What follows belongs to an exercise in optimizing a design on an open flow for small area, a short achievable clock period and few clock cycles; a production flow would make more cautious choices.
In this exercise RTL edits were held to simulation tests only and were not proved equivalent to the original.
Power is estimated from default activity; no workload was simulated.

alpha:
// mul
module mul
(
	input clk,
	input rst,
	input  [31:0] a,
	input  [31:0] b,
	input start,
	output [31:0] res_mul,
	output logic vld
);
==> flow/config.mk <==
export PLATFORM = sky130hd
export DESIGN_NAME = mul
export DESIGN_NICKNAME = mul
export VERILOG_FILES = /design/flow/design.v
export SDC_FILE = /design/flow/constraint.sdc
export NUM_CORES = 4
export LEC_CHECK = 0
export CAP_MARGIN = 20
export CORE_MARGIN = 2
export CORE_UTILIZATION = 55
export SLEW_MARGIN = 20
==> flow/constraint.sdc <==
create_clock -name core_clock -period 12.0 [get_ports {clk}]
set_input_delay 2.4000 -clock core_clock [delete_from_list [all_inputs] [get_ports {clk}]]
set_output_delay 2.4000 -clock core_clock [all_outputs]
set_load 0.01 [all_outputs]
standard.sh (not shown) runs the stock make flow with config.mk's settings and CLKGATE_MAP_FILE= SYNTH_SCRIPT=/design/flow/synth_recipe.tcl, a recipe that flattens the netlist after the stock synthesis.
==> flow/flow/run.sh <==
#!/bin/bash
# The standard ORFS layout with three changes to how it is made:
#  - synthesis skips the generic ABC pass inside Yosys's synth command
#    (SYNTH_ARGS=-noabc), so extract_fa sees the adders as written and maps
#    them to full-adder cells without inverters between them; registers and
#    their names are the standard synthesis's;
#  - the port buffers are sky130_fd_sc_hd__buf_4 instead of a delay buffer;
#  - repair_timing aims for a larger setup margin.
set -euo pipefail
cd "$(dirname "$0")/.."
export SYNTH_ARGS="-noabc"
export BUFFER_PORTS_ARGS="-buffer_cell sky130_fd_sc_hd__buf_4"
export SETUP_SLACK_MARGIN=6.0
bash standard.sh finish > standard.log 2>&1
Testbench counts of alpha, summed over its fixed seeds: cycles 3,200.
> inputs changed (alpha -> beta)
--- a/flow/flow/run.sh
+++ b/flow/flow/run.sh
@@ -7 +7 @@
-#  - the port buffers are sky130_fd_sc_hd__buf_4 instead of a delay buffer;
+#  - the port buffers are sky130_fd_sc_hd__buf_2 instead of a delay buffer;
@@ -12 +12 @@
-export BUFFER_PORTS_ARGS="-buffer_cell sky130_fd_sc_hd__buf_4"
+export BUFFER_PORTS_ARGS="-buffer_cell sky130_fd_sc_hd__buf_2"
[summary]
- Going from alpha to beta, complex-gate fraction of the synthesized area roughly the same, leakage power summed over all cells higher.
- Compared with alpha, in beta utilization barely changed, delay contributed by the slowest stage of the critical path decreased by 0.02 ns relative to the old numbers, worst setup slack after layout shows a reduction of 0.012 ns.
- Max-cap violation count: alpha vs beta identical
- beta vs. alpha: proportion of cell area spent on the clock network comparable; met3 demand-to-capacity share in global routing lower.
Changes in gamma relative to beta:
--- a/flow/flow/run.sh
+++ b/flow/flow/run.sh
@@ -7 +7 @@
-#  - the port buffers are sky130_fd_sc_hd__buf_2 instead of a delay buffer;
+#  - the port buffers are sky130_fd_sc_hd__buf_4 instead of a delay buffer;
@@ -12,2 +12,2 @@
-export BUFFER_PORTS_ARGS="-buffer_cell sky130_fd_sc_hd__buf_2"
-export SETUP_SLACK_MARGIN=6.0
+export BUFFER_PORTS_ARGS="-buffer_cell sky130_fd_sc_hd__buf_4"
+export SETUP_SLACK_MARGIN=6.2
Results
There was hardly any difference in sequential cell count between gamma and beta.
Delta (gamma minus beta): clock network fraction of design power up 0.6 points, average routed wire per standard cell up about 1.4%, core utilization of the finished layout up 1.7 points, total power up about 6%.

Setup of build 77:
mul, a different RTL version from the one above (not shown whole).
For scale: about 1,200 cells after synthesis, roughly 100 I/O pins.
## mul
module mul
(
	input clk,
	input rst,
	input  [31:0] a,
	input  [31:0] b,
	input start,
	output [31:0] res_mul,
	output logic vld
);
logic bo0, bt0, bn0;
assign bo0 = b[0] ^ 1'b0;
assign bt0 = (b[1] & ~b[0] & ~1'b0) | (~b[1] & b[0] & 1'b0);
assign bn0 = b[1] & ~(b[0] & 1'b0);
assign pp1 = ((bo0 & a[0]) | (bt0 & 1'b0)) ^ bn0;
assign pp2 = ((bo0 & a[1]) | (bt0 & a[0])) ^ bn0;
assign pp3 = ((bo0 & a[2]) | (bt0 & a[1])) ^ bn0;
assign pp4 = ((bo0 & a[3]) | (bt0 & a[2])) ^ bn0;
assign pp5 = ((bo0 & a[4]) | (bt0 & a[3])) ^ bn0;
assign pp6 = ((bo0 & a[5]) | (bt0 & a[4])) ^ bn0;
assign pp7 = ((bo0 & a[6]) | (bt0 & a[5])) ^ bn0;
assign pp8 = ((bo0 & a[7]) | (bt0 & a[6])) ^ bn0;
assign pp9 = ((bo0 & a[8]) | (bt0 & a[7])) ^ bn0;
assign pp10 = ((bo0 & a[9]) | (bt0 & a[8])) ^ bn0;
assign pp11 = ((bo0 & a[10]) | (bt0 & a[9])) ^ bn0;
assign pp12 = ((bo0 & a[11]) | (bt0 & a[10])) ^ bn0;
assign pp13 = ((bo0 & a[12]) | (bt0 & a[11])) ^ bn0;
assign pp14 = ((bo0 & a[13]) | (bt0 & a[12])) ^ bn0;
assign pp15 = ((bo0 & a[14]) | (bt0 & a[13])) ^ bn0;
assign pp16 = ((bo0 & a[15]) | (bt0 & a[14])) ^ bn0;
assign pp17 = ((bo0 & a[16]) | (bt0 & a[15])) ^ bn0;
assign pp18 = ((bo0 & a[17]) | (bt0 & a[16])) ^ bn0;
assign pp19 = ((bo0 & a[18]) | (bt0 & a[17])) ^ bn0;
assign pp20 = ((bo0 & a[19]) | (bt0 & a[18])) ^ bn0;
assign pp21 = ((bo0 & a[20]) | (bt0 & a[19])) ^ bn0;
assign pp22 = ((bo0 & a[21]) | (bt0 & a[20])) ^ bn0;
  ...
clock: 12.0 ns
lec_check: 0
cap_margin: 20
core_margin: 2
core_utilization: 45
cts_buf_list: sky130_fd_sc_hd__clkbuf_4 sky130_fd_sc_hd__clkbuf_8
cts_cluster_size: 40
slew_margin: 20
==> flow/flow/run.sh <==
#!/bin/bash
# The standard ORFS layout with three changes to how it is made:
#  - synthesis skips the generic ABC pass inside Yosys's synth command
#    (SYNTH_ARGS=-noabc), so extract_fa sees the adders as written and maps
#    them to full-adder cells without inverters between them; registers and
#    their names are the standard synthesis's;
#  - the port buffers are sky130_fd_sc_hd__buf_4 instead of a delay buffer;
#  - repair_timing aims for a larger setup margin.
set -euo pipefail
cd "$(dirname "$0")/.."
export SYNTH_ARGS="-noabc"
export BUFFER_PORTS_ARGS="-buffer_cell sky130_fd_sc_hd__buf_4"
export SETUP_SLACK_MARGIN=6.2
bash standard.sh finish > standard.log 2>&1
Build 77 reached the end of the flow, and the finished layout is clean on the timing, DRC and antenna checks.
Testbench counts of build 77, summed over its fixed seeds: cycles 3,200.
Inputs modified between build 77 and build 72:
- CTS_BUF_LIST: sky130_fd_sc_hd__clkbuf_4 sky130_fd_sc_hd__clkbuf_8 -> unset
- CTS_CLUSTER_SIZE: 40 -> unset
- CORE_UTILIZATION: 45 -> 55
### Flow results
Build 72 finished every stage and its layout cleared the timing, DRC and antenna checks. Combinational share of power ended up 1.2 points lower on build 72 than on build 77. Relative to build 77, all-layer global routing usage has gone up in build 72. Build 77 -> build 72: post-synthesis xor/xnor area fraction delta 0, exact match. When build 72 is measured against build 77, its number of non-filler instances in the completed layout turns out 50 lower.
The inputs of build 52 differ from those of build 72 as listed below.
- CTS_CLUSTER_SIZE newly set to 40
- CTS_BUF_LIST newly set to sky130_fd_sc_hd__clkbuf_4 sky130_fd_sc_hd__clkbuf_8
## What came out
- Status: number of global-route vias before repair parity (build 72, build 52)
- Changes observed in build 52 relative to build 72: core utilization moved down; clock group share of total power moved down; mean routed wirelength per cell moved down; global-route wire length before repair level.
- Build 52 vs build 72 on proportion of total power due to net switching: build 52 is the higher one.
- Between build 52 and build 72, the difference in global-route met1 utilization is negligible.
- Est. power | build 52 vs build 72 | build 52 lower
- Reported for build 52 and build 72, count of clock-buffer cells in the layout turned out identical to the last digit.
- Build 52 -> build 72: fmax flat
[inputs] build 4 vs build 52
-- flow/flow/run.sh --
<<< build 52, line 13
export SETUP_SLACK_MARGIN=6.2
>>> build 4, line 13
export SETUP_SLACK_MARGIN=6.1
Findings:
Clock period minus worst slack (build 4 over build 52): increase, 80 ps. Of build 4 and build 52, the run reporting the lower ratio of final minimum period to clock period was build 52. Build 4 improves on build 52 in power spent charging and discharging nets. Part of the power in registers: build 4 vs build 52, no meaningful difference. Going from build 52 to build 4, slew at the pin closest to its max-slew limit shrinks by 41 ps. Data required time at the worst endpoint delta (build 4 -> build 52): insignificant. Going from build 52 to build 4, final cell area excluding filler cells lower; detailed placement HPWL roughly the same.

P:
Starting RTL as in the previous note.
clock: 12.0 ns
lec_check: 0
cap_margin: 20
core_margin: 2
core_utilization: 55
slew_margin: 20
==> flow/flow/run.sh <==
#!/bin/bash
# The standard ORFS layout with three changes to how it is made:
#  - synthesis skips the generic ABC pass inside Yosys's synth command
#    (SYNTH_ARGS=-noabc), so extract_fa sees the adders as written and maps
#    them to full-adder cells without inverters between them; registers and
#    their names are the standard synthesis's;
#  - the port buffers are sky130_fd_sc_hd__buf_4 instead of a delay buffer;
#  - repair_timing aims for a larger setup margin.
set -euo pipefail
cd "$(dirname "$0")/.."
export SYNTH_ARGS="-noabc"
export BUFFER_PORTS_ARGS="-buffer_cell sky130_fd_sc_hd__buf_4"
export SETUP_SLACK_MARGIN=6.0
bash standard.sh finish > standard.log 2>&1
Every stage of the flow completed for P, and the final layout passed the timing, DRC and antenna checks.
Testbench counts of P, summed over its fixed seeds: cycles 3,200.
Modified inputs, Q compared to P
-- flow/flow/run.sh --
<<< P, line 11
export SYNTH_ARGS="-noabc"
export BUFFER_PORTS_ARGS="-buffer_cell sky130_fd_sc_hd__buf_4"
export SETUP_SLACK_MARGIN=6.0
bash standard.sh finish > standard.log 2>&1
>>> Q, line 11
export SYNTH_ARGS="-noabc"
export BUFFER_PORTS_ARGS="-buffer_cell sky130_fd_sc_hd__buf_4"
export SETUP_SLACK_MARGIN=6.4
bash standard.sh finish > standard.log 2>&1
-- flow/config.mk --
<<< P, line 9
export CORE_MARGIN = 2
export CORE_UTILIZATION = 55
export SLEW_MARGIN = 20
>>> Q, line 9
export CORE_MARGIN = 2
export CORE_UTILIZATION = 55
export CTS_BUF_LIST = sky130_fd_sc_hd__clkbuf_4 sky130_fd_sc_hd__clkbuf_8
export CTS_CLUSTER_SIZE = 40
export SLEW_MARGIN = 20
==> comparison <==
From P to Q the numbers moved as follows: routed length per instance has increased; slew of the pin with the lowest slew margin has decreased; final area has increased. Q improves on P in shortest period the worst path allows. Sort P and Q by wire length asc -> top: P. | global routing met3 resource utilization | Q vs P | ≈ equal |. The final reports for Q and P show sequential power share lower in the former.
> inputs changed (Q -> R)
-- flow/flow/run.sh --
<<< Q, line 11
export SYNTH_ARGS="-noabc"
export BUFFER_PORTS_ARGS="-buffer_cell sky130_fd_sc_hd__buf_4"
export SETUP_SLACK_MARGIN=6.4
bash standard.sh finish > standard.log 2>&1
>>> R, line 11
export SYNTH_ARGS="-noabc"
export BUFFER_PORTS_ARGS="-buffer_cell sky130_fd_sc_hd__buf_4"
export SETUP_SLACK_MARGIN=6.2
bash standard.sh MATCH_CELL_FOOTPRINT=0 finish > standard.log 2>&1
[summary]
- R vs Q: total number of vias down by a few percent
- Looking at clock-buffer cell count, R sits 1 higher than Q does.
- Wire length (R over Q): decrease, 4.0%
- Of Q and R, the run reporting the higher worst setup slack was Q.
- The termination of the worst setup path comes out s633_q in one run and res_mul[31] in the other, namely in R and Q respectively.
- In the final design statistics, R uses fewer standard cells in total than Q.
- For sequential cell area in the final layout, Q and R come out practically identical.
- R: highest attainable clock frequency 1.5% below Q

AL:
mul with an RTL version that a note above also has.
For scale: roughly 1300 cells after synthesis, ~69 flip-flops, ~100 I/O pins, ~0.013 sq mm of cells after synthesis.
clock: 12.0 ns
lec_check: 0
cap_margin: 20
core_margin: 2
core_utilization: 55
slew_margin: 20
==> flow/flow/run.sh <==
#!/bin/bash
# The standard ORFS layout with three changes to how it is made:
#  - synthesis skips the generic ABC pass inside Yosys's synth command
#    (SYNTH_ARGS=-noabc), so extract_fa sees the adders as written and maps
#    them to full-adder cells without inverters between them; registers and
#    their names are the standard synthesis's;
#  - the port buffers are sky130_fd_sc_hd__buf_4 instead of a delay buffer;
#  - repair_timing aims for a larger setup margin.
set -euo pipefail
cd "$(dirname "$0")/.."
export SYNTH_ARGS="-noabc"
export BUFFER_PORTS_ARGS="-buffer_cell sky130_fd_sc_hd__buf_4"
export SETUP_SLACK_MARGIN=5.8
bash standard.sh finish > standard.log 2>&1
No stage failed in AL, and the final checks on the layout all came back clean.
Testbench counts of AL, summed over its fixed seeds: cycles 3,200.
Input changes introduced in TR (baseline for comparison: AL):
Settings: CORE_UTILIZATION: 55 -> 70.
-- flow/flow/run.sh --
<<< AL, line 12
export BUFFER_PORTS_ARGS="-buffer_cell sky130_fd_sc_hd__buf_4"
export SETUP_SLACK_MARGIN=5.8
bash standard.sh finish > standard.log 2>&1
>>> TR, line 12
export BUFFER_PORTS_ARGS="-buffer_cell sky130_fd_sc_hd__buf_4"
export SETUP_SLACK_MARGIN=6.0
bash standard.sh finish > standard.log 2>&1
### Flow results
Re hold path depth: no difference whatsoever between TR and AL.
Clock network contribution to total cell area was higher in the run labelled AL.
The proportion of layout cells with a drive suffix above 1 in TR sits 1.6 points above the value recorded for AL.

==> what the ideal ports hide <==
Ports are ideal in the flow. The routed layouts listed here were re-timed in OpenROAD.
Step 1, drivers: a clkbuf_16 drives clk and a buf_2 each remaining input, both assumed.
Step 2 also shifts input and output timing later by t, the mid clock arrival at the registers, as if the neighbouring blocks saw the same clock.
a / b / c = ideal ports / drivers / drivers and shift; a / b = the first two.
run	t, ns	setup WS [ns]	worst slew at a driven data input, ns
alpha	0.399	6.106 / 6.079 / 5.733	0.05
beta	0.401	6.094 / 6.127 / 5.726	0.06
gamma	0.407	6.247 / 6.196 / 5.913	0.07
build 77	0.422	6.310 / 6.280 / 5.858	0.08
build 72	0.396	6.245 / 6.273 / 5.877	0.16
build 52	0.420	6.262 / 6.273 / 5.853	0.08
build 4	0.418	6.181 / 6.184 / 5.775	0.06
P	0.399	6.105 / 6.130 / 5.731	0.06
Q	0.438	6.359 / 6.314 / 5.929	0.15
R	0.428	6.272 / 6.268 / 5.840	0.08
AL	0.403	5.944 / 5.959 / 5.570	0.06
TR	0.405	6.051 / 5.989 / 5.583	0.17
After both steps setup and hold are still met in every run listed. The setup slack of TR, which loses most, moves by -0.062 ns with the drivers and by -0.468 ns with both steps.
